Context: an optimization exercise on an open-source flow, tuned for small area. The choices shown serve that exercise and are no tape-out recipe. RTL that was checked went through simulation tests only; none was proved equivalent to the original. No functional check of the RTL was part of run 1. Power figures rest on the tool's default switching activity, not on a simulated workload.

$ cat flow/constraint.sdc
create_clock -name core_clock -period 20.0 [get_ports {clk}]
set_input_delay 4.0000 -clock core_clock [delete_from_list [all_inputs] [get_ports {clk}]]
set_output_delay 4.0000 -clock core_clock [all_outputs]
set_load 0.01 [all_outputs]
$ cat flow/flow/area.abc
strash
dch
amap
topo
$ cat flow/standard.sh
#!/bin/bash
# synth_recipe.tcl (not shown) runs the flow's synth.tcl, then flattens the netlist and writes it again
# the make line also repeats each setting of config.mk as NAME=value (left out here)
make -C /OpenROAD-flow-scripts/flow DESIGN_CONFIG=/design/flow/config.mk WORK_HOME=/design/flow/orfs CLKGATE_MAP_FILE= SYNTH_SCRIPT=/design/flow/synth_recipe.tcl "${@:-finish}"
$ cat flow/flow/run.sh
#!/bin/bash
# Own flow: the standard layout with an area-oriented ABC script in synthesis,
# buf_1 port buffers and a clock tree without dummy loads.
set -euo pipefail
export FLOW_SYNTH_TCL="$PWD/synth_recipe.tcl"
bash standard.sh \
  "SYNTH_SCRIPT=$PWD/flow/synth.tcl" \
  "BUFFER_PORTS_ARGS=-buffer_cell sky130_fd_sc_hd__buf_1" \
  "CTS_ARGS=-sink_clustering_enable -repair_clock_nets -dont_use_dummy_load -buf_list sky130_fd_sc_hd__clkbuf_8 -sink_clustering_size 20" \
  finish > standard.log 2>&1
$ cat flow/config.mk
export PLATFORM = sky130hd
export DESIGN_NAME = top
export DESIGN_NICKNAME = top
export VERILOG_FILES = /design/flow/design.v
export SDC_FILE = /design/flow/constraint.sdc
export NUM_CORES = 4
export LEC_CHECK = 0
export CAP_MARGIN = 20
export CORE_MARGIN = 2
export CORE_UTILIZATION = 40
export SLEW_MARGIN = 20
$ cat flow/flow/synth.tcl
# The standard synthesis (synth_recipe.tcl) with ABC run on an area-oriented script.
# Registers are mapped before ABC runs, so they come out as in the standard synthesis.
set area_script [file join [file dirname [info script]] area.abc]
proc abc {args} {
  global area_script
  set i [lsearch -exact $args -script]
  if { $i >= 0 } {
    set args [lreplace $args [expr {$i + 1}] [expr {$i + 1}] $area_script]
  }
  yosys abc {*}$args
}
source $::env(FLOW_SYNTH_TCL)
$ cat flow/design.v
module button_counter (
    input clk,
    input reset,
    input inc,
    output reg [3:0] q,
    output carry
);
    assign carry = inc & q[0] & q[3];
    always @(posedge clk) begin
        if (reset)
            q <= 4'd0;
        else begin
            q[0] <= q[0] ^ inc;
            q[1] <= q[1] ^ (inc & q[0] & ~q[3]);
            q[2] <= q[2] ^ (inc & q[0] & q[1]);
            q[3] <= q[3] ^ (inc & q[0] & (q[3] | (q[1] & q[2])));
        end
    end
endmodule
module top (
    input clk,              
    input rst,              
    input [2:0] buttons,    
    input sw_left,          
    input sw_right,         
    output [6:0] segments,  
    output [7:0] anodes     
);
    reg a_d, b_d, c_d;
    always @(posedge clk) begin
        a_d <= buttons[0];
        b_d <= buttons[1];
        c_d <= buttons[2];
    end
    reg coinc, coinc_prev, cp, cp_d;
    always @(posedge clk) begin
        if (rst) begin
            coinc <= 1'b0; coinc_prev <= 1'b0; cp <= 1'b0; cp_d <= 1'b0;
        end else begin
            coinc <= a_d & b_d; coinc_prev <= coinc; cp <= coinc & ~coinc_prev; cp_d <= cp;
        end
    end
    wire en;
    m_susp u_susp (.clk(clk), .rst(rst), .cp(cp), .en(en));
    wire inc_a, inc_b;
    m_edge u_edge (.clk(clk), .rst(rst), .en(en), .a_d(a_d), .b_d(b_d), .inc_a(inc_a), .inc_b(inc_b));
    wire [15:0] digits_a, digits_b, digits_c;
    m_cnt u_cnta (.clk(clk), .rst(rst), .inc(inc_a), .q(digits_a));
    m_cnt u_cntb (.clk(clk), .rst(rst), .inc(inc_b), .q(digits_b));
    m_cnt u_cntc (.clk(clk), .rst(rst), .inc(cp_d), .q(digits_c));
    wire [10:0] digits_d;
    m_tdc u_tdc (.clk(clk), .rst(rst), .cp(cp), .c_d(c_d), .q(digits_d));
    wire [2:0] cur;
    m_scan u_scan (.clk(clk), .rst(rst), .cur(cur));
    m_disp u_disp (.sw_left(sw_left), .sw_right(sw_right), .cur(cur), .da(digits_a), .db(digits_b),
                   .dc(digits_c), .dd(digits_d), .segments(segments), .anodes(anodes));
endmodule
module m_susp (input clk, input rst, input cp, output en);
    localparam [9:0] SUSP_FIRST = 10'd124;
    reg [9:0] susp;
    wire susp_idle = (susp & 10'b0011011011) == 10'b0000000000;
    wire susp_last = (susp & 10'b0100110111) == 10'b0000000001;
    wire susp_first = (susp & 10'b1011111011) == 10'b0001111000;
    wire susp_start = cp & susp_idle;
    always @(posedge clk) begin
        if (rst | susp_last)
            susp <= 10'd0;
        else
            susp <= {susp[8:0], susp[9] ^ susp[2]} | (susp_start ? SUSP_FIRST : 10'd0);
    end
    assign en = susp_idle | susp_first;
endmodule
module m_edge (input clk, input rst, input en, input a_d, input b_d, output inc_a, output inc_b);
    reg a_state, a_prev, b_state, b_prev;
    always @(posedge clk) begin
        if (rst) begin
            a_state <= 1'b0; a_prev <= 1'b0; b_state <= 1'b0; b_prev <= 1'b0;
        end else if (en) begin
            a_state <= a_d; a_prev <= a_state; b_state <= b_d; b_prev <= b_state;
        end
    end
    assign inc_a = en & a_state & ~a_prev;
    assign inc_b = en & b_state & ~b_prev;
endmodule
module m_cnt (input clk, input rst, input inc, output [15:0] q);
    wire [4:0] c;
    assign c[0] = inc;
    genvar i;
    generate
        for (i = 0; i < 4; i = i + 1) begin : bcd
            button_counter d (.clk(clk), .reset(rst), .inc(c[i]), .q(q[4*i+3:4*i]), .carry(c[i+1]));
        end
    endgenerate
endmodule
module m_tdc (input clk, input rst, input cp, input c_d, output [10:0] q);
    reg c_prev, c_pulse;
    always @(posedge clk) begin
        if (rst) begin
            c_prev <= 1'b0; c_pulse <= 1'b0;
        end else begin
            c_prev <= c_d; c_pulse <= c_d & ~c_prev;
        end
    end
    reg measuring;
    reg [2:0] t_hun, s_hun;
    reg [3:0] t_ten, t_one, s_ten, s_one;
    wire timeout = t_hun[2] & t_hun[1] & t_ten[2] & t_ten[1];
    wire stop = measuring & (c_pulse | timeout);
    wire run = measuring & ~stop;
    wire one9 = t_one[3] & t_one[0];
    wire ten9 = t_ten[3] & t_ten[0];
    always @(posedge clk) begin
        if (rst)
            measuring <= 1'b0;
        else
            measuring <= measuring ? ~(c_pulse | timeout) : cp;
        if (rst | ~run) begin
            t_one <= 4'd0; t_ten <= 4'd0; t_hun <= 3'd0;
        end else begin
            t_one <= one9 ? 4'd0 : t_one + 4'd1;
            if (one9) begin
                t_ten <= ten9 ? 4'd0 : t_ten + 4'd1;
                if (ten9)
                    t_hun <= t_hun + 3'd1;
            end
        end
        if (rst) begin
            s_one <= 4'd0; s_ten <= 4'd0; s_hun <= 3'd0;
        end else if (stop) begin
            s_one <= t_one; s_ten <= t_ten; s_hun <= t_hun;
        end
    end
    assign q = {s_hun, s_ten, s_one};
endmodule
module m_scan (input clk, input rst, output reg [2:0] cur);
    localparam [7:0] SCAN_RESET = 8'd156;
    localparam [7:0] SCAN_FIRST = 8'd188;
    reg [7:0] scan;
    wire tick = (scan & 8'b11111010) == 8'b10010010;
    always @(posedge clk) begin
        if (rst) begin
            scan <= SCAN_RESET; cur <= 3'd0;
        end else begin
            scan <= tick ? SCAN_FIRST : {scan[6:0], scan[7] ^ scan[2]};
            cur <= cur + {2'b00, tick};
        end
    end
endmodule
module m_disp (input sw_left, input sw_right, input [2:0] cur, input [15:0] da, input [15:0] db,
               input [15:0] dc, input [10:0] dd, output [6:0] segments, output [7:0] anodes);
    wire [15:0] digits_d = {5'd0, dd};
    wire [1:0] mode = {sw_left, sw_right};
    reg [3:0] digit;
    always @(*) begin
        case (mode)
            2'b00: digit = cur[2] ? db[4*cur[1:0] +: 4] : da[4*cur[1:0] +: 4];
            2'b01: digit = dc[4*cur[1:0] +: 4];
            default: digit = digits_d[4*cur[1:0] +: 4];
        endcase
    end
    wire blank = (sw_left & sw_right) | ((sw_left | sw_right) & cur[2]);
    reg [6:0] seg;
    always @(*) begin
        case (digit)
            4'd0: seg = 7'b0000001;
            4'd1: seg = 7'b1001111;
            4'd2: seg = 7'b0010010;
            4'd3: seg = 7'b0000110;
            4'd4: seg = 7'b1001100;
            4'd5: seg = 7'b0100100;
            4'd6: seg = 7'b0100000;
            4'd7: seg = 7'b0001111;
            4'd8: seg = 7'b0000000;
            4'd9: seg = 7'b0000100;
            default: seg = 7'b1111111;
        endcase
    end
    assign segments = seg | {7{blank}};
    assign anodes = (sw_left & sw_right) ? 8'hFF : ~(8'b00000001 << cur);
endmodule
==> metrics.cfg, run 1 <==
[status]
outcome = no timing/DRC/antenna violations

[yosys]
yosys.area.top_type = dfxtp_1
synth_cells = 487
synth_top_cell_area_share_pct = 49.3
yosysSeqAreaShare_pct = 49.3
ys.flop_type = dfxtp_1
synth-async-reset-ratio_pct = 0
yosysWarnings = 7
synth-seq-cells = 105
synthTopCellsByArea = dfxtp_1 (49%), nor2_1 (8.4%), ha_1 (6.8%)
synth_edf_count = 0
avgSynthCellArea_um2 = 8.75
synth_most_common_cell = dfxtp_1
syn-cell-area_mm2 = 0.00426
synthTopCellsByCount = dfxtp_1 (105), nor2_1 (95), clkinv_1 (46)
synth_cell_types = 29
synth_fp_nets = 517

[route]
post_drt_wl_per_cell_um = 13.4
drt_iter0_drc = 225
drcViolationCount = 0
viasPerCell = 5.39
via_count = 3533
ant_nets = 0
dr.pass1.iters = 7
wl_um = 8790

[worst_hold_path]
hold_path.class = flip-flop to flip-flop

[sta]
timing.final.crit_share_pct = 54.6
hold_viol = 0
tns_ns = 0
final.min_clock_period_ns = 10.91
setup-violations-final = 0
report.final.slew_viol_count = 0
max_freq_mhz = 91.6
worst_slew_pin_slew_ns = 0.809
rsz0062_at_grt = no
relSlewSlack_pct = 45.9
skew_ns = 0.0281

[clock_tree]
clkLatencyLatePin_ns = 0.36
htree_levels = 3
cts.sinks = 105
postCtsHoldBufs = 0
clockRootBuffer = clkbuf_8
clockBufferDepth = 2
tritoncts = yes
cts-resized-gates = 0
clk_pin_slew_worst_paths_ns = 0.10
numCtsBuffers = 9
post_cts_buffers = 0

[placed_design]
post-dp-hpwl_um = 6330
io_buffer_count = 21
dp.cells = 645
gp_congestion = 0.932

[final_layout]
syn_to_final_growth_pct = 9.13
n_antenna_cell = 0
multi_input_area_mm2 = 0.00199
drive_gt1_share_pct = 2.31
nets = 551
nFillCells = 1025
seqCellArea_mm2 = 0.00210
final_cells = 655

[run]
max-cap-violations = 0

[floorplanning]
io_pins = 22
die_area_mm2 = 0.0115
die_y_um = 107
rows = 37
chipWidth_um = 107
core_mm2 = 0.0103
initial_core_util_pct = 41.3

[setup_path]
cp.required_ns = 16.00
arrival_ns = 6.91
crit_fanout = 14
worstSetupStartpointType = primary input
crit_path_end_kind = output port
setup.worst_path.class = primary input to output port

[global_routing]
antenna_found_initial = 0
grt_pass1_vias = 3198
grt.overflow.total = 0
grt_max_degree = 77
grt_pass1_wl_um = 15100
track_usage_pct = 16.4

[pwr]
p_leak_uw = 0.00169
ir_drop_mv = 0.0541
powerDensity_mw_per_mm2 = 72.1

==> cell families (layout without fill, tap and decap cells) <==
family | after synthesis | count (layout) | synth area share, %
and+or+nand+nor | 203 | 203 | 21.7
AOI/OAI and AO/OA | 110 | 110 | 18.1
DFF | 105 | 105 | 49.3
buffers and inverters | 46 | 78 | 4.05
adders and majority gates | 23 | 23 | 6.75
==> per-stage QoR <==
stage	setup WS (ns)	power (uW)	util [%]	instance area [um2]	hold WS, ns
6_report	9.09	335	45.0	4650	0.390
5_1_grt	8.67	353	45.0	4650	0.416
4_1_cts	9.05	341	45.0	4640	0.395
3_5_place_dp	9.06	237	43.8	4520	0.380
3_3_place_gp	9.26	237	43.8	4520	0.377
2_1_floorplan	9.78	230	-	4260	0.371
==> worst max-delay path, stage by stage <==
cell      delay, ns
buf_1          0.22
nor2_1         0.69
clkinv_1       0.24
o22ai_1        0.21
a31oi_1        0.07
o221ai_1       0.37
clkinv_1       0.25
ha_1           0.24
o21ai_0        0.23
a21oi_1        0.06
or2_0          0.20
buf_1          0.13
==> path summary, 6_finish.rpt <==
path,start,end,slack [ns],cells past startpoint
worst max-delay path,sw_left,segments[0],9.09,12
worst min-delay path,coinc_prev$_SDFF_PP0_,cp$_SDFF_PP0_,0.39,1
worst max register to register,u_susp.susp[1]$_SDFF_PP0_,u_cnta.bcd[3].d.q[3]$_SDFF_PP0_,16.66,21
worst min register to register,coinc_prev$_SDFF_PP0_,cp$_SDFF_PP0_,0.39,1
==> layout by cell type, fill, tap and decap left out, types with 2 or more instances in the layout <==
cell type	synthesis	routed
a22oi_1	15	15
nand2_1	25	25
or2_0	3	3
a222oi_1	8	8
o21ai_0	4	4
a22o_1	6	6
buf_4	0	2
nor2_1	95	95
and3_1	13	13
o22ai_1	17	17
a31oi_1	6	6
or3_1	8	8
nor2b_1	20	20
o221ai_1	3	3
o21bai_1	3	3
a211oi_1	21	21
dfxtp_1	105	105
nand3_1	8	8
nor4_1	2	2
buf_1	0	20
a21oi_1	22	22
clkbuf_8	0	9
ha_1	23	23
nor3_1	27	27
clkinv_1	46	46
==> sequential cells by signal, indices dropped and copies added (netlist names), 3 cells and up <==
register / count
u_tdc.t_hun: 3
u_susp.susp: 10
u_tdc.s_ten: 4
u_cntb.bcd.d.q: 16
u_tdc.s_one: 4
u_tdc.t_ten: 4
u_scan.cur: 3
u_tdc.t_one: 4
u_tdc.s_hun: 3
u_cntc.bcd.d.q: 16
u_scan.scan: 8
u_cnta.bcd.d.q: 16
==> layer usage <==
layer  wire (um)  vias to the layer above  track usage, %  share of wire (%)
met2        3910                       72            24.5                 45
met1        4230                     1642            22.3                 48
li1            -                     1808               -                  -
met5           0                        -               0                  0
met3         482                       11            5.17                5.5
met4         161                        0            5.57                1.8
==> layout make-up <==
| cell class | count | share of cell area (%) |
|---|---|---|
| timing repair buffer | 23 | 2.05 |
| clock buffer | 9 | 2.66 |
| tap | 136 | 3.66 |
| sequential | 105 | 45.2 |
| inverter | 46 | 3.71 |
| multi-input combinational | 336 | 42.7 |
==> power by group <==
part	internal, uW	total (uW)	leakage [uW]	switching [uW]
Clock	40.5	103	0.0000647	62.2
Sequential	213	215	0.000851	2.14
Combinational	6.22	17.8	0.000770	11.6
==> inputs of run 2 (changes only) <==
--- a/flow/design.v
+++ b/flow/design.v
@@ -149,32 +149,27 @@
 module m_disp (input sw_left, input sw_right, input [2:0] cur, input [15:0] da, input [15:0] db,
                input [15:0] dc, input [10:0] dd, output [6:0] segments, output [7:0] anodes);
-    wire [15:0] digits_d = {5'd0, dd};
-    wire [1:0] mode = {sw_left, sw_right};
-    reg [3:0] digit;
+    wire [15:0] ddx = {5'd0, dd};
+    wire m0 = ~sw_left & ~sw_right;
+    wire sa = m0 & ~cur[2];
+    wire sb = m0 & cur[2];
+    wire sc = ~sw_left & sw_right & ~cur[2];
+    wire sd = sw_left & ~sw_right & ~cur[2];
+    reg [3:0] xa, xb, xc, xd;
     always @(*) begin
-        case (mode)
-            2'b00: digit = cur[2] ? db[4*cur[1:0] +: 4] : da[4*cur[1:0] +: 4];
-            2'b01: digit = dc[4*cur[1:0] +: 4];
-            default: digit = digits_d[4*cur[1:0] +: 4];
+        case (cur[1:0])
+            2'd0: begin xa = da[3:0]; xb = db[3:0]; xc = dc[3:0]; xd = ddx[3:0]; end
+            2'd1: begin xa = da[7:4]; xb = db[7:4]; xc = dc[7:4]; xd = ddx[7:4]; end
+            2'd2: begin xa = da[11:8]; xb = db[11:8]; xc = dc[11:8]; xd = ddx[11:8]; end
+            default: begin xa = da[15:12]; xb = db[15:12]; xc = dc[15:12]; xd = ddx[15:12]; end
         endcase
     end
-    wire blank = (sw_left & sw_right) | ((sw_left | sw_right) & cur[2]);
-    reg [6:0] seg;
-    always @(*) begin
-        case (digit)
-            4'd0: seg = 7'b0000001;
-            4'd1: seg = 7'b1001111;
-            4'd2: seg = 7'b0010010;
-            4'd3: seg = 7'b0000110;
-            4'd4: seg = 7'b1001100;
-            4'd5: seg = 7'b0100100;
-            4'd6: seg = 7'b0100000;
-            4'd7: seg = 7'b0001111;
-            4'd8: seg = 7'b0000000;
-            4'd9: seg = 7'b0000100;
-            default: seg = 7'b1111111;
-        endcase
-    end
-    assign segments = seg | {7{blank}};
+    wire [3:0] d = (xa | {4{~sa}}) & (xb | {4{~sb}}) & (xc | {4{~sc}}) & (xd | {4{~sd}});
+    assign segments[6] = (~d[3] & ~d[2] & ~d[1] & d[0]) | (d[2] & ~d[1] & ~d[0]) | (d[3] & d[2]);
+    assign segments[5] = d[2] & ((d[1] ^ d[0]) | d[3]);
+    assign segments[4] = (~d[2] & d[1] & ~d[0]) | (d[3] & d[2]);
+    assign segments[3] = (~d[3] & ~d[2] & ~d[1] & d[0]) | (d[2] & ~d[1] & ~d[0]) | (d[2] & d[1] & d[0]);
+    assign segments[2] = d[0] | (d[2] & ~d[1]);
+    assign segments[1] = (~d[2] & d[1]) | (d[1] & d[0]) | (~d[3] & ~d[2] & d[0]);
+    assign segments[0] = (~d[3] & ~d[2] & ~d[1]) | (d[2] & d[1] & d[0]);
     assign anodes = (sw_left & sw_right) ? 8'hFF : ~(8'b00000001 << cur);
 endmodule
==> flow/flow/run.sh (replaced) <==
#!/bin/bash
# Own flow: the standard layout with an area-oriented ABC script in synthesis,
# buf_1 port buffers and a clock tree without dummy loads.
set -euo pipefail
export FLOW_SYNTH_TCL="$PWD/synth_recipe.tcl"
bash standard.sh \
  "SYNTH_SCRIPT=$PWD/flow/synth.tcl" "ADDER_MAP_FILE=" \
  "BUFFER_PORTS_ARGS=-buffer_cell sky130_fd_sc_hd__buf_1" \
  "CTS_ARGS=-sink_clustering_enable -repair_clock_nets -dont_use_dummy_load -buf_list sky130_fd_sc_hd__clkbuf_8 -sink_clustering_size 30" \
  finish > standard.log 2>&1
==> flow/flow/area.abc (replaced) <==
strash
dch -f
amap
topo
==> run 2 against run 1 <==
  * First-iteration DRC count shrank 36%
  * Non-clock buffer count stayed put
  * Cell count grew 1.4%
  * Clock power barely moved
  * Flip-flop and latch count stayed put
  * Critical path type unchanged
  * Routed wire length shrank 1.9%
  * Area after synthesis shrank 4.1%
  * Combinational power up 6%
  * Power up 0.22%
  * Setup slack better by 0.77 ns
  * Via count down 2.4%
==> metrics.cfg, run 2 <==
[global_routing]
antenna_found_initial = 0  ; unchanged
use_met2_pct = 26.3  ; +1.7 points
grt.overflow.total = 0  ; unchanged
grt_util_met1_pct = 21.5  ; -0.87 points
met3_usage_pct = 4.37  ; -0.80 points
grt_pass1_vias = 3089  ; -3.4%
grt_pass1_wl_um = 14500  ; -4.2%
grt_max_degree = 67  ; -13%
grt-busiest-layer = met2
track_usage_pct = 16.4  ; about the same

[sta]
skew_ns = 0.0249  ; -0.00319 ns
rsz0062_at_grt = no
report.final.slew_viol_count = 0  ; unchanged
final.min_clock_period_ns = 10.14  ; -0.768 ns
setup-violations-final = 0  ; unchanged
tns_ns = 0  ; unchanged
hold_viol = 0  ; unchanged
timing.final.crit_share_pct = 50.7  ; -3.8 points
relSlewSlack_pct = 28.8  ; -17 points
worst_slew_pin_slew_ns = 1.06  ; +0.250 ns
max_freq_mhz = 98.6  ; +7.6%

[yosys]
yosysSeqAreaShare_pct = 51.4  ; +2.1 points
synth_top_cell_area_share_pct = 51.4  ; +2.1 points
synth_cells = 499  ; +2.5%
synth.mux.area_fraction_pct = 0  ; unchanged
synthAdderAreaFrac_pct = 0  ; -6.8 points
synth_fp_nets = 506  ; -2.1%
synth-async-reset-ratio_pct = 0  ; unchanged
synth_compound_area_share_pct = 19.2  ; +1.0 points
synthSimpleGateAreaFrac_pct = 24.6  ; +2.9 points
synthTopCellsByArea = dfxtp_1 (51%), nor2_1 (9.6%), a211oi_1 (5.0%)
synthTopCellsByCount = dfxtp_1 (105), nor2_1 (105), clkinv_1 (52)
yosys.area.top_type = dfxtp_1
ys.flop_type = dfxtp_1
synthXorXnorAreaFrac_pct = 0  ; unchanged
synth-seq-cells = 105  ; unchanged
avgSynthCellArea_um2 = 8.19  ; -6.4%
yosysWarnings = 7  ; unchanged
syn-cell-area_mm2 = 0.00409  ; -4.1%
synth_edf_count = 0  ; unchanged
synth_cell_types = 34  ; +17%
synth_top_family_by_area = simple AND/OR/NAND/NOR gates

[pwr]
clkPwrFrac_pct = 30.5  ; about the same
seqPwrFrac_pct = 63.9  ; -0.2 points
switching_share_pct = 22.8  ; +0.19 points
p_leak_uw = 0.00146  ; -14%
intPower_uw = 259  ; about the same
ir_drop_mv = 0.0455  ; -16%
powerDensity_mw_per_mm2 = 75.1  ; +4.2%
power_frac_comb_pct = 5.6  ; +0.3 points
power_switching_uw = 76.7  ; +1.0%

[route]
wl_um = 8620  ; -1.9%
drt_iter0_drc = 145  ; -36%
viasPerCell = 5.19  ; -3.8%
ant_nets = 0  ; unchanged
dr.pass1.iters = 5  ; -2
post_drt_wl_per_cell_um = 13.0  ; -3.3%
drcViolationCount = 0  ; unchanged
via_count = 3447  ; -2.4%

[clock_tree]
htree_levels = 3  ; unchanged
tritoncts = yes
cts.sinks = 105  ; unchanged
clockBufferDepth = 2  ; unchanged
cts-resized-gates = 0  ; unchanged
post_cts_buffers = 0  ; unchanged
clk_pin_slew_worst_paths_ns = 0.07  ; -0.03 ns
numCtsBuffers = 9  ; unchanged
postCtsHoldBufs = 0  ; unchanged
clockRootBuffer = clkbuf_8
clkLatencyLatePin_ns = 0.37  ; about the same

[final_layout]
drive_gt1_share_pct = 2.26  ; -0.052 points
final_core_utilization_pct = 45.3  ; +0.31 points
nFillCells = 1012  ; -1.3%
syn_to_final_growth_pct = 9.43
n_antenna_cell = 0  ; unchanged
seqCellArea_mm2 = 0.00210  ; unchanged
final_cell_mix = nor2_1 (105), dfxtp_1 (105), clkinv_1 (52)
multi_input_area_mm2 = 0.00179  ; -9.8%
reg_top3 = u_cnta.bcd.d.q x16, u_cntb.bcd.d.q x16, u_cntc.bcd.d.q x16
nets = 540  ; -2.0%

[floorplanning]
initial_core_util_pct = 41.4  ; +0.17 points
chipWidth_um = 105  ; -2.0%
io_pins = 22  ; unchanged
die_y_um = 105  ; -2.0%
rows = 36  ; -2.7%
die_area_mm2 = 0.0110  ; -3.9%
core_mm2 = 0.00986  ; -4.4%

[placed_design]
gp_congestion = 0.837  ; -10%
post-dp-hpwl_um = 6190  ; -2.2%
io_buffer_count = 21  ; unchanged

[setup_path]
arrival_ns = 6.14  ; -0.77 ns
critPathSlowestCell = nor4_1
crit_fanout = 5  ; -9
worstSetupStartpointType = primary input
crit_path_end_kind = output port
cpLargestDelayFamily = simple AND/OR/NAND/NOR gates
setup.worst_path.class = primary input to output port
path_buf_inv = 4  ; unchanged
slowest_delay_ns = 0.61  ; -0.08 ns
worstPathCellList = buf_1 > clkinv_1 > nand3_1 > a2111oi_0 > nor4_1 > clkinv_1 > o21ai_0 > o21a_1 > or2_0 > buf_1
cp.required_ns = 16.00  ; about the same

[run]
max-cap-violations = 0  ; unchanged

[status]
outcome = no timing/DRC/antenna violations

[worst_hold_path]
hold_path.class = flip-flop to flip-flop

[run 2: through the flow]
stage | hold slack (ns) | instance area [um2] | setup slack [ns] | std cells | total power (uW)
after detailed placement | 0.379 | 4350 | 9.89 | 655 | 239
after floorplan | 0.371 | 4090 | 10.28 | 499 | 231
after global routing | 0.406 | 4470 | 9.52 | 664 | 351
final | 0.380 | 4470 | 9.86 | 664 | 336
after global placement | 0.380 | 4350 | 10.08 | 655 | 238
after CTS | 0.383 | 4470 | 9.88 | 664 | 341
[run 2: power by group through the flow]
stage	logic (uW)	registers, uW	clock network, uW
after global routing	21.4	215	115
final	18.9	215	103
after CTS	19.1	215	108
after global placement	18.3	219	0
after detailed placement	19.1	219	0
after floorplan	12.2	219	0
[run 2: kinds of logic (layout without fill, tap and decap cells)]
family,after synthesis,count (layout)
flops,105,105
buf+inv,52,84
simple gates,226,226
compound gates,116,116
[run 2: layer usage]
metal	part of all wire (%)	routed length [um]	up-vias
li1	-	-	1821
met1	50	4310	1546
met2	44	3810	69
met3	4.5	386	11
met4	1.4	120	0
met5	0	0	-
[run 2: layout make-up]
class,count,share of cell area (%)
multi-input cells,342,40.0
clock buffers,9,2.77
inverters,52,4.36
well taps,133,3.72
flip-flops and latches,105,47.0
repair buffers,23,2.13
[run 2: path summary, 6_finish.rpt]
| kind | to | start | cells after the start | slack [ns] |
|---|---|---|---|---|
| setup / recovery | segments[3] | sw_right | 10 | 9.86 |
| hold / removal | cp$_SDFF_PP0_ | coinc_prev$_SDFF_PP0_ | 1 | 0.38 |
| setup reg to reg | u_cntb.bcd[3].d.q[2]$_SDFF_PP0_ | u_susp.susp[7]$_SDFF_PP0_ | 14 | 16.58 |
| hold reg to reg | cp$_SDFF_PP0_ | coinc_prev$_SDFF_PP0_ | 1 | 0.38 |
==> inputs of run 3 (changes only) <==
--- a/flow/flow/run.sh
+++ b/flow/flow/run.sh
@@ -7,4 +7,4 @@
   "SYNTH_SCRIPT=$PWD/flow/synth.tcl" "ADDER_MAP_FILE=" \
   "BUFFER_PORTS_ARGS=-buffer_cell sky130_fd_sc_hd__buf_1" \
-  "CTS_ARGS=-sink_clustering_enable -repair_clock_nets -dont_use_dummy_load -buf_list sky130_fd_sc_hd__clkbuf_8 -sink_clustering_size 30" \
+  "CTS_ARGS=-sink_clustering_enable -repair_clock_nets -dont_use_dummy_load -buf_list sky130_fd_sc_hd__clkbuf_8 -sink_clustering_size 20" \
   finish > standard.log 2>&1
--- a/flow/config.mk
+++ b/flow/config.mk
@@ -8,4 +8,4 @@
 export CAP_MARGIN = 20
 export CORE_MARGIN = 2
-export CORE_UTILIZATION = 40
+export CORE_UTILIZATION = 65
 export SLEW_MARGIN = 20
==> run 3 against run 2 <==
  * Utilization up 28 points
  * Critical path depth unchanged
  * Setup slack worse by 0.068 ns
  * Power down 0.17%
  * Critical path type unchanged
  * Largest power group unchanged
  * Highest routed layer unchanged
==> metrics.cfg, run 3 <==
[status]
outcome = no timing/DRC/antenna violations

[yosys]
yosysWarnings = 7  ; unchanged
synth_cells = 499  ; unchanged
synth_fp_nets = 506  ; unchanged
syn-cell-area_mm2 = 0.00409  ; unchanged
synth_cell_types = 34  ; unchanged
yosysSeqAreaShare_pct = 51.4  ; unchanged
avgSynthCellArea_um2 = 8.19  ; unchanged
synth_top_cell_area_share_pct = 51.4  ; unchanged
yosys.area.top_type = dfxtp_1
ys.flop_type = dfxtp_1
synth-async-reset-ratio_pct = 0  ; unchanged
synthTopCellsByCount = dfxtp_1 (105), nor2_1 (105), clkinv_1 (52)
synth-seq-cells = 105  ; unchanged
synthTopCellsByArea = dfxtp_1 (51%), nor2_1 (9.6%), a211oi_1 (5.0%)
synth_edf_count = 0  ; unchanged

[setup_path]
r2r_start = u_susp.susp[7]$_SDFF_PP0_
arrival_ns = 6.21  ; +0.07 ns
cp.required_ns = 16.00  ; about the same
setup.worst_path.class = primary input to output port
r2r_setup_slack_ns = 16.62  ; +0.04 ns
crit_path_end_kind = output port
reg2reg_to = u_cntb.bcd[3].d.q[2]$_SDFF_PP0_
r2r_cells = 14  ; unchanged
crit_fanout = 5  ; unchanged
worstSetupStartpointType = primary input

[floorplanning]
core_mm2 = 0.00599  ; -39%
chipWidth_um = 83.3  ; -21%
io_pins = 22  ; unchanged
initial_core_util_pct = 68.2  ; +27 points
die_area_mm2 = 0.00694  ; -37%
rows = 28  ; -22%
die_y_um = 83.3  ; -21%

[global_routing]
grt_util_met1_pct = 34.6  ; +13 points
grt_pass1_vias = 3244  ; +5.0%
grt-busiest-layer = met2
grt_pass1_wl_um = 14800  ; +2.2%
grt.overflow.total = 0  ; unchanged
antenna_found_initial = 0  ; unchanged
use_met2_pct = 40.2  ; +14 points
met3_usage_pct = 6.06  ; +1.7 points
grt_max_degree = 67  ; unchanged
track_usage_pct = 26.0  ; +9.6 points

[clock_tree]
cts.sinks = 105  ; unchanged
clkLatencyLatePin_ns = 0.37  ; about the same
numCtsBuffers = 9  ; unchanged
cts-resized-gates = 0  ; unchanged
post_cts_buffers = 0  ; unchanged
tritoncts = yes
clockRootBuffer = clkbuf_8
clk_pin_slew_worst_paths_ns = 0.10  ; +0.03 ns
htree_levels = 3  ; unchanged
postCtsHoldBufs = 0  ; unchanged
clockBufferDepth = 2  ; unchanged

[final_layout]
syn_to_final_growth_pct = 7.59
reg_top3 = u_cnta.bcd.d.q x16, u_cntb.bcd.d.q x16, u_cntc.bcd.d.q x16
drive_gt1_share_pct = 2.26  ; +0.0043 points
n_antenna_cell = 0  ; unchanged
seqCellArea_mm2 = 0.00210  ; unchanged
final_cell_mix = nor2_1 (105), dfxtp_1 (105), clkinv_1 (52)
nFillCells = 471  ; -53%
nets = 539  ; -0.19%
multi_input_area_mm2 = 0.00180  ; +0.28%

[sta]
report.final.slew_viol_count = 0  ; unchanged
setup-violations-final = 0  ; unchanged
max_freq_mhz = 97.9  ; -0.67%
skew_ns = 0.0285  ; +0.00365 ns
fin_hold_ws_ns = 0.392  ; +0.0123 ns
tns_ns = 0  ; unchanged
hold_viol = 0  ; unchanged
timing.final.crit_share_pct = 51.1  ; +0.34 points
worst_slew_pin_slew_ns = 1.03  ; -0.0287 ns
rsz0062_at_grt = no
final.min_clock_period_ns = 10.21  ; +0.0681 ns
relSlewSlack_pct = 31.1  ; +2.3 points

[route]
dr.pass1.iters = 5  ; unchanged
wl_um = 8530  ; -1.1%
post_drt_wl_per_cell_um = 14.1  ; +8.5%
drcViolationCount = 0  ; unchanged
via_count = 3588  ; +4.1%
viasPerCell = 5.93  ; +14%
drt_iter0_drc = 343  ; +140%
ant_nets = 0  ; unchanged

[pwr]
ir_drop_mv = 0.0681  ; +50%
p_leak_uw = 0.00145  ; -0.23%
powerDensity_mw_per_mm2 = 76.3  ; +1.5%

[worst_hold_path]
hold_path.class = flip-flop to flip-flop
min_to = u_tdc.c_pulse$_SDFF_PP0_
worstHoldStart = u_tdc.c_prev$_SDFF_PP0_
whs_path_depth = 1  ; unchanged

[run]
max-cap-violations = 0  ; unchanged

[placed_design]
post-dp-hpwl_um = 6180  ; -0.15%
io_buffer_count = 21  ; unchanged
gp_congestion = 0.884  ; +5.6%

[run 3: cells by family after synthesis]
logic type	share of synthesized area, %
flip-flops	51.4
buffers and inverters	4.78
AND/OR/NAND/NOR	24.6
AO/OA/AOI/OAI	19.2
[run 3: worst max-delay path by stage]
stage | depth (start not counted) | endpoint | from | slack (ns)
after floorplan | 8 | segments[3] | sw_right | 10.28
after CTS | 10 | segments[3] | sw_right | 9.85
final | 10 | segments[3] | sw_right | 9.79
after detailed placement | 10 | segments[3] | sw_right | 9.86
after global routing | 10 | segments[3] | sw_right | 9.60
after global placement | 10 | segments[3] | sw_right | 9.96
[run 3: where the power goes]
group	switching, uW	internal (uW)
Sequential	2.06	213
Clock	60.7	40.5
Combinational	13.3	6.30
Total	76.1	259
[run 3: metrics by stage]
stage / area, um2 / setup slack [ns] / utilization [%] / cells / power [uW]
after CTS: 4390 / 9.85 / 73.3 / 605 / 336
after detailed placement: 4270 / 9.86 / 71.3 / 596 / 239
after global routing: 4400 / 9.60 / 73.4 / 605 / 347
final: 4400 / 9.79 / 73.4 / 605 / 336
after global placement: 4270 / 9.96 / 71.3 / 596 / 238
after floorplan: 4090 / 10.28 / - / 499 / 231
[run 3: layout make-up]
type,count,share of cell area (%)
flip-flops and latches,105,47.8
multi-input cells,342,40.8
inverters,52,4.44
clock buffers,9,2.82
well taps,75,2.13
repair buffers,22,1.99
[run 3: critical path, stage by stage]
cell and delay (ns):
buf_1 0.15, clkinv_1 0.15, nand3_1 0.17, a2111oi_0 0.11
nor4_1 0.62, clkinv_1 0.25, o21ai_0 0.26, o21a_1 0.17
or2_0 0.15, buf_1 0.18
[run 3: per-layer routing]
metal  share of wire, %  up-vias
li1                   -     1809
met1                 44     1637
met2                 47      125
met3                6.6       17
met4                2.1        0
met5                  0        -
==> inputs of run 4 (changes only) <==
--- a/flow/config.mk
+++ b/flow/config.mk
@@ -8,4 +8,4 @@
 export CAP_MARGIN = 20
 export CORE_MARGIN = 2
-export CORE_UTILIZATION = 65
+export CORE_UTILIZATION = 40
 export SLEW_MARGIN = 20
==> run 4 against run 3 <==
  * Design area grew 1.7%
  * Setup slack gained 0.068 ns
  * Power grew 0.17%
  * Register-to-register slack lost 0.04 ns
  * Routed wire length grew 1.1%
  * Fmax grew 0.67%
  * Utilization shrank 28 points
  * Combinational power shrank 4%
  * Global-route usage shrank 9.6 points
  * Sequential share of layout area shrank 0.80 points
  * Highest routed layer unchanged
==> metrics.cfg, run 4 <==
[placed_design]
placed_area_mm2 = 0.00435  ; +1.9%
post-place-ws_ns = 9.89  ; +0.0360 ns
gp_congestion = 0.837  ; -5.3%
post-dp-hpwl_um = 6190  ; +0.15%
io_buffer_count = 21  ; unchanged

[route]
dr.pass1.iters = 5  ; unchanged
viasPerCell = 5.19  ; -12%
post_drt_wl_per_cell_um = 13.0  ; -7.9%
drcViolationCount = 0  ; unchanged
ant_nets = 0  ; unchanged
via_count = 3447  ; -3.9%
wl_um = 8620  ; +1.1%
drt_iter0_drc = 145  ; -58%

[yosys]
yosysWarnings = 7  ; unchanged
synthTopCellsByArea = dfxtp_1 (51%), nor2_1 (9.6%), a211oi_1 (5.0%)
synth_cell_types = 34  ; unchanged
yosysSeqAreaShare_pct = 51.4  ; unchanged
syn-cell-area_mm2 = 0.00409  ; unchanged
avgSynthCellArea_um2 = 8.19  ; unchanged
synthTopCellsByCount = dfxtp_1 (105), nor2_1 (105), clkinv_1 (52)
synth-seq-cells = 105  ; unchanged
yosys.area.top_type = dfxtp_1
synth_cells = 499  ; unchanged
synth_top_cell_area_share_pct = 51.4  ; unchanged
ys.flop_type = dfxtp_1
synth_edf_count = 0  ; unchanged
synth-async-reset-ratio_pct = 0  ; unchanged
synth_fp_nets = 506  ; unchanged

[pwr]
intPower_uw = 259  ; about the same
ir_drop_mv = 0.0455  ; -33%
seqPwrFrac_pct = 63.9  ; about the same
clkPwrFrac_pct = 30.5  ; +0.3 points
p_leak_uw = 0.00146  ; +0.23%
powerDensity_mw_per_mm2 = 75.1  ; -1.5%
power_frac_comb_pct = 5.6  ; -0.3 points
power_uw = 336  ; +0.17%
switching_share_pct = 22.8  ; +0.14 points
power_switching_uw = 76.7  ; +0.80%

[clock_tree]
clk_pin_slew_worst_paths_ns = 0.07  ; -0.03 ns
clockRootBuffer = clkbuf_8
cts.sinks = 105  ; unchanged
numCtsBuffers = 9  ; unchanged
post_cts_buffers = 0  ; unchanged
tritoncts = yes
clockBufferDepth = 2  ; unchanged
htree_levels = 3  ; unchanged
postCtsHoldBufs = 0  ; unchanged
cts-resized-gates = 0  ; unchanged
clkLatencyLatePin_ns = 0.37  ; about the same

[status]
outcome = no timing/DRC/antenna violations

[setup_path]
worstPathCellList = buf_1 > clkinv_1 > nand3_1 > a2111oi_0 > nor4_1 > clkinv_1 > o21ai_0 > o21a_1 > or2_0 > buf_1
arrival_ns = 6.14  ; -0.07 ns
r2r_cells = 14  ; unchanged
slowest_delay_ns = 0.61  ; about the same
cpLargestDelayFamily = simple AND/OR/NAND/NOR gates
cp.required_ns = 16.00  ; about the same
crit_fanout = 5  ; unchanged
crit_path_end_kind = output port
setup.worst_path.class = primary input to output port
critPathSlowestCell = nor4_1
crit_cells = 10  ; unchanged
worstSetupStartpointType = primary input
path_buf_inv = 4  ; unchanged

[floorplanning]
io_pins = 22  ; unchanged
die_y_um = 105  ; +26%
core_mm2 = 0.00986  ; +65%
chipWidth_um = 105  ; +26%
rows = 36  ; +29%
initial_core_util_pct = 41.4  ; -27 points
die_area_mm2 = 0.0110  ; +59%

[sta]
max_freq_mhz = 98.6  ; +0.67%
rsz0062_at_grt = no
final.min_clock_period_ns = 10.14  ; -0.0681 ns
fin_ws_ns = 9.86  ; +0.0681 ns
skew_ns = 0.0249  ; -0.00365 ns
setup-violations-final = 0  ; unchanged
report.final.slew_viol_count = 0  ; unchanged
tns_ns = 0  ; unchanged
worst_slew_pin_slew_ns = 1.06  ; +0.0287 ns
timing.final.crit_share_pct = 50.7  ; -0.34 points
hold_viol = 0  ; unchanged
relSlewSlack_pct = 28.8  ; -2.3 points

[global_routing]
grt_max_degree = 67  ; unchanged
track_usage_pct = 16.4  ; -9.6 points
antenna_found_initial = 0  ; unchanged
grt.overflow.total = 0  ; unchanged
grt_pass1_vias = 3089  ; -4.8%
grt_pass1_wl_um = 14500  ; -2.1%

[final_layout]
nets = 540  ; +0.19%
final_cell_mix = nor2_1 (105), dfxtp_1 (105), clkinv_1 (52)
reg_top3 = u_cnta.bcd.d.q x16, u_cntb.bcd.d.q x16, u_cntc.bcd.d.q x16
nFillCells = 1012  ; +110%
n_antenna_cell = 0  ; unchanged
drive_gt1_share_pct = 2.26  ; -0.0043 points
fin_area_mm2 = 0.00447  ; +1.7%
syn_to_final_growth_pct = 9.43
final_core_utilization_pct = 45.3  ; -28 points

[run]
max-cap-violations = 0  ; unchanged

[worst_hold_path]
hold_path.class = flip-flop to flip-flop
whs_path_depth = 1  ; unchanged

run 4: cell counts after synthesis:
Identical to the previous run, type by type.
run 4: cell type report:
cell class	instances	area (um2)	area share (%)
flip-flops and latches	105	2100	47.0
multi-input cells	342	1790	40.0
inverters	52	195	4.36
well taps	133	166	3.72
clock buffers	9	124	2.77
repair buffers	23	95.1	2.13
run 4: power groups by stage:
stage	registers, uW	logic, uW	clock network [uW]
after detailed placement	219	19.1	0
after global placement	219	18.3	0
after global routing	215	21.4	115
after floorplan	219	12.2	0
final	215	18.9	103
after CTS	215	19.1	108
run 4: path summary, 6_finish.rpt:
kind	slack, ns	end	start
max reg2reg	16.58	u_cntb.bcd[3].d.q[2]$_SDFF_PP0_	u_susp.susp[7]$_SDFF_PP0_
max	9.86	segments[3]	sw_right
min reg2reg	0.38	cp$_SDFF_PP0_	coinc_prev$_SDFF_PP0_
min	0.38	cp$_SDFF_PP0_	coinc_prev$_SDFF_PP0_
run 4: kinds of logic after synthesis:
group,after synthesis,synth area share (%)
flops,105,51.4
simple gates,226,24.6
buf+inv,52,4.78
compound gates,116,19.2
run 4: per-layer routing:
layer	wire, um	GRT usage, %	up-vias
met1	4310	21.5	1546
met2	3810	26.3	69
met5	0	0	-
met3	386	4.37	11
met4	120	5.43	0
li1	-	-	1821
run 4: per-stage QoR:
step | instances | hold slack [ns]
6_report | 664 | 0.380
4_1_cts | 664 | 0.383
3_3_place_gp | 655 | 0.380
5_1_grt | 664 | 0.406
2_1_floorplan | 499 | 0.371
3_5_place_dp | 655 | 0.379
run 4: worst register-to-register path, cell delays in order, from the launching register on:
cell	delay, ns
dfxtp_1	0.32
or2_0	0.21
o41ai_1	0.82
nand2_1	0.16
nor2_1	0.26
nand2_1	0.12
nor2_1	0.18
nand2_1	0.14
nor2_1	0.18
nand2_1	0.12
nor2b_1	0.25
nand2_1	0.14
nor2_1	0.17
nor2_1	0.06
a211oi_1	0.20
==> inputs of run 5 (changes only) <==
--- a/flow/config.mk
+++ b/flow/config.mk
@@ -6,6 +6,6 @@
 export NUM_CORES = 4
 export LEC_CHECK = 0
-export CAP_MARGIN = 20
+export CAP_MARGIN = 0
 export CORE_MARGIN = 2
 export CORE_UTILIZATION = 40
-export SLEW_MARGIN = 20
+export SLEW_MARGIN = 0
==> run 5 against run 4 <==
  * Global-route usage is the same
  * Still clean
  * Utilization is the same
  * Non-clock buffer count is the same
  * Highest routed layer unchanged
  * Critical endpoint unchanged
  * Clock power about the same
==> metrics.cfg, run 5 <==
[global_routing]
track_usage_pct = 16.4  ; unchanged
grt_pass1_wl_um = 14500  ; unchanged
grt_max_degree = 67  ; unchanged
grt_pass1_vias = 3089  ; unchanged
antenna_found_initial = 0  ; unchanged
grt.overflow.total = 0  ; unchanged

[clock_tree]
htree_levels = 3  ; unchanged
clockRootBuffer = clkbuf_8
clockBufferDepth = 2  ; unchanged
numCtsBuffers = 9  ; unchanged
clk_pin_slew_worst_paths_ns = 0.07  ; about the same
postCtsHoldBufs = 0  ; unchanged
clkLatencyLatePin_ns = 0.37  ; about the same
cts-resized-gates = 0  ; unchanged
tritoncts = yes
cts.sinks = 105  ; unchanged
post_cts_buffers = 0  ; unchanged

[final_layout]
syn_to_final_growth_pct = 9.43  ; unchanged
fin_area_mm2 = 0.00447  ; unchanged
nets = 540  ; unchanged
reg_top3 = u_cnta.bcd.d.q x16, u_cntb.bcd.d.q x16, u_cntc.bcd.d.q x16
drive_gt1_share_pct = 2.26  ; unchanged
final_cells = 664  ; unchanged
n_antenna_cell = 0  ; unchanged
final_cell_mix = nor2_1 (105), dfxtp_1 (105), clkinv_1 (52)

[yosys]
synth_edf_count = 0  ; unchanged
synth_top_cell_area_share_pct = 51.4  ; unchanged
synth_compound_area_share_pct = 19.2  ; unchanged
yosysSeqAreaShare_pct = 51.4  ; unchanged
synth_cell_types = 34  ; unchanged
synth.mux.area_fraction_pct = 0  ; unchanged
avgSynthCellArea_um2 = 8.19  ; unchanged
synthTopCellsByArea = dfxtp_1 (51%), nor2_1 (9.6%), a211oi_1 (5.0%)
ys.flop_type = dfxtp_1
synth_fp_nets = 506  ; unchanged
synth_cells = 499  ; unchanged
synth-async-reset-ratio_pct = 0  ; unchanged
synth-seq-cells = 105  ; unchanged
yosys.area.top_type = dfxtp_1
synthTopCellsByCount = dfxtp_1 (105), nor2_1 (105), clkinv_1 (52)
synthAdderAreaFrac_pct = 0  ; unchanged
synth_top_family_by_area = simple AND/OR/NAND/NOR gates
syn-cell-area_mm2 = 0.00409  ; unchanged
synthXorXnorAreaFrac_pct = 0  ; unchanged
yosysWarnings = 7  ; unchanged
synthSimpleGateAreaFrac_pct = 24.6  ; unchanged

[sta]
relSlewSlack_pct = 28.8  ; unchanged
tns_ns = 0  ; unchanged
fin_hold_ws_ns = 0.380  ; unchanged
final.min_clock_period_ns = 10.14  ; unchanged
timing.final.crit_share_pct = 50.7  ; unchanged
worst_slew_pin_slew_ns = 1.06  ; unchanged
fin_ws_ns = 9.86  ; unchanged
report.final.slew_viol_count = 0  ; unchanged
hold_viol = 0  ; unchanged
skew_ns = 0.0249  ; unchanged
setup-violations-final = 0  ; unchanged
rsz0062_at_grt = no
max_freq_mhz = 98.6  ; unchanged

[floorplanning]
core_mm2 = 0.00986  ; unchanged
die_area_mm2 = 0.0110  ; unchanged
rows = 36  ; unchanged
chipWidth_um = 105  ; unchanged
io_pins = 22  ; unchanged
die_y_um = 105  ; unchanged
initial_core_util_pct = 41.4  ; unchanged

[run]
max-cap-violations = 0  ; unchanged

[route]
drcViolationCount = 0  ; unchanged
post_drt_wl_per_cell_um = 13.0  ; unchanged
viasPerCell = 5.19  ; unchanged
via_count = 3447  ; unchanged
wl_um = 8620  ; unchanged
ant_nets = 0  ; unchanged
drt_iter0_drc = 145  ; unchanged
dr.pass1.iters = 5  ; unchanged

[placed_design]
gp_congestion = 0.837  ; unchanged
dp.cells = 655  ; unchanged
post-dp-hpwl_um = 6190  ; unchanged
post-place-ws_ns = 9.89  ; unchanged
placed_area_mm2 = 0.00435  ; unchanged
io_buffer_count = 21  ; unchanged

[pwr]
p_leak_uw = 0.00146  ; unchanged
powerDensity_mw_per_mm2 = 75.1  ; unchanged
ir_drop_mv = 0.0455  ; unchanged

[setup_path]
worstSetupStartpointType = primary input
arrival_ns = 6.14  ; about the same
cp.required_ns = 16.00  ; about the same
crit_path_end_kind = output port
setup.worst_path.class = primary input to output port
crit_fanout = 5  ; unchanged
r2r_setup_slack_ns = 16.58  ; about the same

[status]
outcome = no timing/DRC/antenna violations

[worst_hold_path]
hold_path.class = flip-flop to flip-flop

## run 5: cell counts in the layout (fill, tap and decap cells not counted)
Identical to the previous run, type by type.
## run 5: worst max-delay path, stage by stage
cell and delay (ns):
buf_1 0.13, clkinv_1 0.14, nand3_1 0.20, a2111oi_0 0.12, nor4_1 0.61, clkinv_1 0.24
o21ai_0 0.29, o21a_1 0.17, or2_0 0.10, buf_1 0.15
## run 5: layout make-up
type / instances / area (um2)
multi-input combinational: 342 / 1790
timing repair buffer: 23 / 95.1
fill: 1012 / 5390
inverter: 52 / 195
sequential: 105 / 2100
clock buffer: 9 / 124
tap: 133 / 166
## run 5: worst paths after layout
path,from,to,cells after the start
max,sw_right,segments[3],10
min,coinc_prev$_SDFF_PP0_,cp$_SDFF_PP0_,1
max reg2reg,u_susp.susp[7]$_SDFF_PP0_,u_cntb.bcd[3].d.q[2]$_SDFF_PP0_,14
min reg2reg,coinc_prev$_SDFF_PP0_,cp$_SDFF_PP0_,1
## run 5: per-layer routing
metal	track usage [%]	wire length, um	vias up
li1	-	-	1821
met1	21.5	4310	1546
met2	26.3	3810	69
met3	4.37	386	11
met4	5.43	120	0
met5	0	0	-
## run 5: logic make-up after synthesis
kind of cell	after synthesis
DFF	105
AOI/OAI and AO/OA	116
buffers and inverters	52
and+or+nand+nor	226
## run 5: power breakdown
part           leakage (uW)  internal (uW)  total [uW]  switching (uW)
Sequential         0.000851            213         215            2.01
Combinational      0.000540           6.26        18.9            12.6
Clock             0.0000647           40.5         103            62.1
## run 5: per-stage QoR
step                power (uW)  util [%]
finish                     336      45.3
global route               351      45.3
CTS                        341      45.3
detailed placement         239      44.1
global placement           238      44.1
floorplan                  231         -
==> inputs of run 6 (changes only) <==
==> flow/flow/area.abc (replaced) <==
&get -n
&st
&dch -f
&nf -p -R 1000
&put
&get -n
&st
&dch -f
&nf -p -R 1000
&put
topo
--- a/flow/config.mk
+++ b/flow/config.mk
@@ -6,6 +6,7 @@
 export NUM_CORES = 4
 export LEC_CHECK = 0
-export CAP_MARGIN = 0
+export CAP_MARGIN = 20
 export CORE_MARGIN = 2
 export CORE_UTILIZATION = 40
-export SLEW_MARGIN = 0
+export GPL_TIMING_DRIVEN = 0
+export SLEW_MARGIN = 20
==> run 6 against run 5 <==
  * Still clean
  * Utilization up 0.20 points
  * Fmax up 0.20%
  * Clock-buffer cell count unchanged
  * Critical path depth unchanged
  * Sequential power about the same
  * Synthesized cell count down 6.6%
  * Non-clock buffer count unchanged
  * Critical path type unchanged
==> metrics.cfg, run 6 <==
[sta]
skew_ns = 0.0207  ; -0.00423 ns
final.min_clock_period_ns = 10.12  ; -0.0204 ns
worst_slew_pin_slew_ns = 1.10  ; +0.0457 ns
rsz0062_at_grt = no
max_freq_mhz = 98.8  ; +0.20%
relSlewSlack_pct = 26.2  ; -2.6 points
report.final.slew_viol_count = 0  ; unchanged
fin_ws_ns = 9.88  ; +0.0204 ns
hold_viol = 0  ; unchanged
timing.final.crit_share_pct = 50.6  ; -0.10 points
setup-violations-final = 0  ; unchanged
tns_ns = 0  ; unchanged
fin_hold_ws_ns = 0.387  ; +0.00744 ns

[clock_tree]
tritoncts = yes
clk_pin_slew_worst_paths_ns = 0.08  ; about the same
clkLatencyLatePin_ns = 0.35  ; -0.02 ns
postCtsHoldBufs = 0  ; unchanged
numCtsBuffers = 9  ; unchanged
cts-resized-gates = 0  ; unchanged
htree_levels = 3  ; unchanged
cts.sinks = 105  ; unchanged
clockRootBuffer = clkbuf_8
post_cts_buffers = 0  ; unchanged
clockBufferDepth = 2  ; unchanged

[placed_design]
post-place-ws_ns = 9.86  ; -0.0294 ns
gp_congestion = 0.801  ; -4.4%
io_buffer_count = 21  ; unchanged
post-dp-hpwl_um = 5940  ; -4.1%

[global_routing]
antenna_found_initial = 0  ; unchanged
grt.overflow.total = 0  ; unchanged
grt_pass1_wl_um = 14500  ; about the same
track_usage_pct = 15.9  ; -0.53 points
grt_max_degree = 43  ; -36%
grt_pass1_vias = 3160  ; +2.3%

[pwr]
powerDensity_mw_per_mm2 = 74.9  ; -0.30%
clkPwrFrac_pct = 30.1  ; -0.4 points
ir_drop_mv = 0.0368  ; -19%
p_leak_uw = 0.00160  ; +10%
power_switching_uw = 74.7  ; -2.6%
seqPwrFrac_pct = 64.1  ; +0.2 points
power_frac_comb_pct = 5.8  ; +0.2 points
switching_share_pct = 22.3  ; -0.52 points
intPower_uw = 260  ; +0.35%

[floorplanning]
die_area_mm2 = 0.0110  ; -0.45%
chipWidth_um = 105  ; -0.22%
core_mm2 = 0.00982  ; -0.46%
die_y_um = 105  ; -0.22%
initial_core_util_pct = 41.4  ; about the same
rows = 36  ; unchanged
io_pins = 22  ; unchanged

[final_layout]
final_core_utilization_pct = 45.5  ; +0.20 points
reg_top3 = u_cnta.bcd.d.q x16, u_cntb.bcd.d.q x16, u_cntc.bcd.d.q x16
syn_to_final_growth_pct = 9.90
drive_gt1_share_pct = 2.81  ; +0.55 points
final_cell_mix = dfxtp_1 (105), nand2_1 (58), a21oi_1 (50)
nets = 507  ; -6.1%
final_common_cell = dfxtp_1
n_antenna_cell = 0  ; unchanged

[yosys]
syn-cell-area_mm2 = 0.00407  ; -0.46%
synth_top_cell_area_share_pct = 51.7  ; +0.24 points
synthTopCellsByArea = dfxtp_1 (52%), a21oi_1 (6.2%), nand2_1 (5.4%)
synthTopCellsByCount = dfxtp_1 (105), nand2_1 (58), a21oi_1 (50)
synth_cells = 466  ; -6.6%
yosysWarnings = 7  ; unchanged
synth_edf_count = 0  ; unchanged
synth_cell_types = 34  ; unchanged
yosys.area.top_type = dfxtp_1
synth_most_common_cell = dfxtp_1
synth-seq-cells = 105  ; unchanged
synth_fp_nets = 473  ; -6.5%
yosysSeqAreaShare_pct = 51.7  ; +0.24 points
avgSynthCellArea_um2 = 8.73  ; +6.6%
ys.flop_type = dfxtp_1
synth-async-reset-ratio_pct = 0  ; unchanged

[setup_path]
setup.worst_path.class = primary input to output port
worstPathCellList = buf_1 > nor3b_1 > o21ai_0 > a21oi_1 > nor4_1 > clkinv_1 > o21ai_0 > o21ai_0 > nand2_1 > buf_1
path_buf_inv = 3  ; -1
crit_path_end_kind = output port
critPathSlowestCell = nor4_1
cp.required_ns = 16.00  ; about the same
cpLargestDelayFamily = simple AND/OR/NAND/NOR gates
worstSetupStartpointType = primary input
crit_fanout = 6  ; +1
cp_common_cell = o21ai_0
slowest_delay_ns = 0.71  ; +0.10 ns
arrival_ns = 6.12  ; -0.02 ns

[status]
outcome = no timing/DRC/antenna violations

[route]
drcViolationCount = 0  ; unchanged
dr.pass1.iters = 6  ; +1
via_count = 3421  ; -0.75%
wl_um = 8470  ; -1.7%
drt_iter0_drc = 185  ; +28%
post_drt_wl_per_cell_um = 13.4  ; +3.4%
viasPerCell = 5.42  ; +4.4%
ant_nets = 0  ; unchanged

[run]
max-cap-violations = 0  ; unchanged

[worst_hold_path]
hold_path.class = flip-flop to flip-flop

-- run 6: changes by cell type after synthesis, sizes merged, moves of 11 or more --
cell	delta
and2	+14
nand2	+17
nor2	-56
a21oi	+29
and3	+18
clkinv	-44
or2	-11
o21ai	-15
a211oi	-26
-- run 6: path summary, 6_finish.rpt --
| check | start | endpoint | slack, ns | cells after the start |
|---|---|---|---|---|
| max | sw_left | segments[6] | 9.88 | 10 |
| min | u_tdc.c_prev$_SDFF_PP0_ | u_tdc.c_pulse$_SDFF_PP0_ | 0.39 | 1 |
| max reg2reg | u_susp.susp[1]$_SDFF_PP0_ | u_cnta.bcd[3].d.q[2]$_SDFF_PP0_ | 16.82 | 11 |
| min reg2reg | u_tdc.c_prev$_SDFF_PP0_ | u_tdc.c_pulse$_SDFF_PP0_ | 0.39 | 1 |
-- run 6: metal layers --
layer | up-vias | wire [um] | track usage [%]
li1 | 1744 | - | -
met1 | 1605 | 4190 | 21.0
met2 | 70 | 3880 | 26.0
met3 | 2 | 367 | 3.49
met4 | 0 | 33 | 4.67
met5 | - | 0 | 0
-- run 6: stage by stage --
| stage | cell area, um2 | std cells | power, uW |
|---|---|---|---|
| floorplan | 4070 | 466 | 231 |
| global placement | 4310 | 620 | 238 |
| detailed placement | 4340 | 621 | 239 |
| CTS | 4460 | 630 | 341 |
| global route | 4470 | 631 | 350 |
| finish | 4470 | 631 | 335 |
-- run 6: kinds of logic (layout without fill, tap and decap cells) --
group,count (synthesis),in the layout,share of synthesized area (%)
multiplexers,2,2,0.492
flip-flops,105,105,51.7
buffers and inverters,8,40,0.738
XOR/XNOR,12,12,2.58
AND/OR/NAND/NOR,237,237,28.5
AO/OA/AOI/OAI,102,102,16.0
-- run 6: layout make-up --
type                       instances  area [um2]
inverter                           8        30.0
multi-input combinational        353        1940
fill                            1026        5350
timing repair buffer              23         108
sequential                       105        2100
tap                              133         166
clock buffer                       9         124
-- run 6: power by group through the flow --
stage | clock network (uW) | logic (uW) | registers, uW
floorplan | 0 | 12.0 | 219
finish | 101 | 19.6 | 215
detailed placement | 0 | 19.5 | 220
global route | 112 | 22.2 | 215
CTS | 107 | 19.6 | 215
global placement | 0 | 18.6 | 220
==> inputs of run 7 (changes only) <==
--- a/flow/flow/run.sh
+++ b/flow/flow/run.sh
@@ -7,4 +7,4 @@
   "SYNTH_SCRIPT=$PWD/flow/synth.tcl" "ADDER_MAP_FILE=" \
   "BUFFER_PORTS_ARGS=-buffer_cell sky130_fd_sc_hd__buf_1" \
-  "CTS_ARGS=-sink_clustering_enable -repair_clock_nets -dont_use_dummy_load -buf_list sky130_fd_sc_hd__clkbuf_8 -sink_clustering_size 20" \
+  "CTS_ARGS=-sink_clustering_enable -repair_clock_nets -dont_use_dummy_load -buf_list sky130_fd_sc_hd__clkbuf_4" \
   finish > standard.log 2>&1
--- a/flow/config.mk
+++ b/flow/config.mk
@@ -8,5 +8,5 @@
 export CAP_MARGIN = 20
 export CORE_MARGIN = 2
-export CORE_UTILIZATION = 40
+export CORE_UTILIZATION = 85
 export GPL_TIMING_DRIVEN = 0
 export SLEW_MARGIN = 20
==> run 7 against run 6 <==
  * The flow now stops in global placement (3_3_place_gp)
  * Synthesized cell count stayed put
  * Area after synthesis stayed put
==> metrics.cfg, run 7 <==
[yosys]
synth-seq-cells = 105  ; unchanged
synth_cells = 466  ; unchanged
synth_cell_types = 34  ; unchanged
synth-async-reset-ratio_pct = 0  ; unchanged
synthTopCellsByArea = dfxtp_1 (52%), a21oi_1 (6.2%), nand2_1 (5.4%)
synth_top_cell_area_share_pct = 51.7  ; unchanged
ys.flop_type = dfxtp_1
synth_edf_count = 0  ; unchanged
synth_fp_nets = 473  ; unchanged
avgSynthCellArea_um2 = 8.73  ; unchanged
syn-cell-area_mm2 = 0.00407  ; unchanged
yosysWarnings = 7  ; unchanged
yosysSeqAreaShare_pct = 51.7  ; unchanged
synth_most_common_cell = dfxtp_1
yosys.area.top_type = dfxtp_1
synthTopCellsByCount = dfxtp_1 (105), nand2_1 (58), a21oi_1 (50)

[status]
stop_stage = global placement (3_3_place_gp)
tool.error = [ERROR GPL-0301] Utilization 101.085 % exceeds 100%.
outcome = did not finish

[floorplanning]
initial_core_util_pct = 87.3  ; +46 points
chipWidth_um = 73.2  ; -30%
rows = 25  ; -31%
die_y_um = 73.2  ; -30%
io_pins = 22  ; unchanged

[placed_design]
io_buffer_count = 21  ; unchanged

## run 7: cell counts after synthesis
No cell type changed its count.
## run 7: cells by family after synthesis
logic type	Yosys count	synth area share, %
multiplexers	2	0.492
AO/OA/AOI/OAI	102	16.0
AND/OR/NAND/NOR	237	28.5
flip-flops	105	51.7
buffers and inverters	8	0.738
XOR/XNOR	12	2.58
==> inputs of run 8 (changes only) <==
--- a/flow/flow/run.sh
+++ b/flow/flow/run.sh
@@ -7,4 +7,4 @@
   "SYNTH_SCRIPT=$PWD/flow/synth.tcl" "ADDER_MAP_FILE=" \
   "BUFFER_PORTS_ARGS=-buffer_cell sky130_fd_sc_hd__buf_1" \
-  "CTS_ARGS=-sink_clustering_enable -repair_clock_nets -dont_use_dummy_load -buf_list sky130_fd_sc_hd__clkbuf_4" \
+  "CTS_ARGS=-sink_clustering_enable -repair_clock_nets -dont_use_dummy_load -buf_list {sky130_fd_sc_hd__clkbuf_4 sky130_fd_sc_hd__clkbuf_8} -root_buf sky130_fd_sc_hd__clkbuf_8 -sink_clustering_size 10" \
   finish > standard.log 2>&1
==> flow/flow/area.abc (replaced) <==
strash
dch -f
amap
topo
--- a/flow/config.mk
+++ b/flow/config.mk
@@ -8,5 +8,4 @@
 export CAP_MARGIN = 20
 export CORE_MARGIN = 2
-export CORE_UTILIZATION = 85
-export GPL_TIMING_DRIVEN = 0
+export CORE_UTILIZATION = 65
 export SLEW_MARGIN = 20
==> run 8 against run 7 <==
  * Now clean on timing, DRC and antenna
  * Synthesized cell count rose by 7.1%
  * Area after synthesis rose by 0.46%
==> metrics.cfg, run 8 <==
[global_routing]
track_usage_pct = 26.0
grt_pass1_wl_um = 14800
grt_max_degree = 67
grt.overflow.total = 0
antenna_found_initial = 0
grt_pass1_vias = 3244

[sta]
tns_ns = 0
rsz0062_at_grt = no
timing.final.crit_share_pct = 51.1
max_freq_mhz = 97.9
setup-violations-final = 0
final.min_clock_period_ns = 10.21
hold_viol = 0
skew_ns = 0.0285
relSlewSlack_pct = 31.1
report.final.slew_viol_count = 0
worst_slew_pin_slew_ns = 1.03

[pwr]
powerDensity_mw_per_mm2 = 76.3
power_uw = 336
p_leak_uw = 0.00145
ir_drop_mv = 0.0681

[yosys]
synth_cell_types = 34  ; unchanged
ys.flop_type = dfxtp_1
synth-async-reset-ratio_pct = 0  ; unchanged
yosysWarnings = 7  ; unchanged
synth_top_cell_area_share_pct = 51.4  ; -0.24 points
synth_cells = 499  ; +7.1%
synth_fp_nets = 506  ; +7.0%
yosysSeqAreaShare_pct = 51.4  ; -0.24 points
synthTopCellsByCount = dfxtp_1 (105), nor2_1 (105), clkinv_1 (52)
synth-seq-cells = 105  ; unchanged
synth_edf_count = 0  ; unchanged
yosys.area.top_type = dfxtp_1
syn-cell-area_mm2 = 0.00409  ; +0.46%
synthTopCellsByArea = dfxtp_1 (51%), nor2_1 (9.6%), a211oi_1 (5.0%)
avgSynthCellArea_um2 = 8.19  ; -6.2%

[route]
drcViolationCount = 0
ant_nets = 0
via_count = 3588
drt_iter0_drc = 343
viasPerCell = 5.93
dr.pass1.iters = 5
wl_um = 8530
post_drt_wl_per_cell_um = 14.1

[setup_path]
worstSetupStartpointType = primary input
critPathSlowestCell = nor4_1
worstPathCellList = buf_1 > clkinv_1 > nand3_1 > a2111oi_0 > nor4_1 > clkinv_1 > o21ai_0 > o21a_1 > or2_0 > buf_1
cp.required_ns = 16.00
setup.worst_path.class = primary input to output port
crit_path_end_kind = output port
slowest_delay_ns = 0.62
arrival_ns = 6.21
crit_fanout = 5

[placed_design]
gp_congestion = 0.884
io_buffer_count = 21  ; unchanged
post-dp-hpwl_um = 6180

[clock_tree]
clockRootBuffer = clkbuf_8
tritoncts = yes
clkLatencyLatePin_ns = 0.37
cts-resized-gates = 0
htree_levels = 3
postCtsHoldBufs = 0
post_cts_buffers = 0
clk_pin_slew_worst_paths_ns = 0.10
clockBufferDepth = 2
numCtsBuffers = 9
cts.sinks = 105

[final_layout]
n_antenna_cell = 0
drive_gt1_share_pct = 2.26
nFillCells = 471
syn_to_final_growth_pct = 7.59
reg_top3 = u_cnta.bcd.d.q x16, u_cntb.bcd.d.q x16, u_cntc.bcd.d.q x16
final_core_utilization_pct = 73.4
final_cell_mix = nor2_1 (105), dfxtp_1 (105), clkinv_1 (52)
nets = 539

[run]
max-cap-violations = 0

[floorplanning]
die_area_mm2 = 0.00694
core_mm2 = 0.00599
rows = 28  ; +12%
chipWidth_um = 83.3  ; +14%
io_pins = 22  ; unchanged
initial_core_util_pct = 68.2  ; -19 points
die_y_um = 83.3  ; +14%

[status]
outcome = no timing/DRC/antenna violations

[worst_hold_path]
hold_path.class = flip-flop to flip-flop

## run 8: report_power, final
| part | switching [uW] | internal [uW] |
|---|---|---|
| clock network | 60.7 | 40.5 |
| logic | 13.3 | 6.30 |
| registers | 2.06 | 213 |
| total | 76.1 | 259 |
## run 8: logic make-up after synthesis
kind of cell           Yosys count  synth area share, %
AOI/OAI and AO/OA              116                 19.2
buffers and inverters           52                 4.78
DFF                            105                 51.4
and+or+nand+nor                226                 24.6
## run 8: layout make-up
cell class,count,area (um2),share of cell area [%]
tap,75,93.8,2.13
inverter,52,195,4.44
clock buffer,9,124,2.82
multi-input combinational,342,1800,40.8
sequential,105,2100,47.8
timing repair buffer,22,87.6,1.99
## run 8: worst max-delay path: cells and delay by family
| family | cells | cell delay (ns) |
|---|---|---|
| AND/OR/NAND/NOR | 3 | 0.94 |
| AO/OA/AOI/OAI | 3 | 0.54 |
| buffers and inverters | 4 | 0.73 |
## run 8: worst paths after layout
kind | from | endpoint | slack [ns] | cells after the start
hold / removal | u_tdc.c_prev$_SDFF_PP0_ | u_tdc.c_pulse$_SDFF_PP0_ | 0.39 | 1
setup reg to reg | u_susp.susp[7]$_SDFF_PP0_ | u_cntb.bcd[3].d.q[2]$_SDFF_PP0_ | 16.62 | 14
setup / recovery | sw_right | segments[3] | 9.79 | 10
hold reg to reg | u_tdc.c_prev$_SDFF_PP0_ | u_tdc.c_pulse$_SDFF_PP0_ | 0.39 | 1
## run 8: layer usage
metal  global-route usage [%]  wire, um  vias up
met5                        0         0        -
met4                     12.1       183        0
li1                         -         -     1809
met1                     34.6      3770     1637
met3                     6.06       560       17
met2                     40.2      4010      125
## run 8: metrics by stage
stage / instance area (um2) / setup WS, ns / std cells / hold slack (ns)
finish: 4400 / 9.79 / 605 / 0.392
global route: 4400 / 9.60 / 605 / 0.399
CTS: 4390 / 9.85 / 605 / 0.394
detailed placement: 4270 / 9.86 / 596 / 0.381
global placement: 4270 / 9.96 / 596 / 0.374
floorplan: 4090 / 10.28 / 499 / 0.371

-- static timing again, ports no longer ideal --
Ports are ideal in the flow. The routed layouts listed here were re-timed in OpenROAD. Step 1 assumes that a clkbuf_16 drives the clock port and a buf_2 every other input. Step 2 also shifts input and output timing later by t, the mid clock arrival at the registers, as if the neighbouring blocks saw the same clock. Three values: no drivers, after step 1, after step 2; two values: the first two.
run	shift t [ns]	slack for setup (ns)	hold slack, ns	worst slew at a driven data input, ns	cell pins on the clock port's net
run 1	0.383	9.088 / 9.067 / 9.067	0.390 / 0.390 / 0.390	0.03	1
run 2	0.391	9.855 / 9.832 / 9.832	0.380 / 0.380 / 0.380	0.03	1
run 3	0.382	9.787 / 9.763 / 9.763	0.392 / 0.392 / 0.392	0.03	1
run 4	0.391	9.855 / 9.832 / 9.832	0.380 / 0.380 / 0.380	0.03	1
run 5	0.391	9.855 / 9.832 / 9.832	0.380 / 0.380 / 0.380	0.03	1
run 6	0.371	9.876 / 9.849 / 9.849	0.387 / 0.387 / 0.387	0.03	1
run 8	0.382	9.787 / 9.763 / 9.763	0.392 / 0.392 / 0.392	0.03	1
After both steps setup and hold are still met in every run listed. For run 6, which loses most, drivers alone change the setup slack by -0.027 ns; drivers and shift together by -0.027 ns.
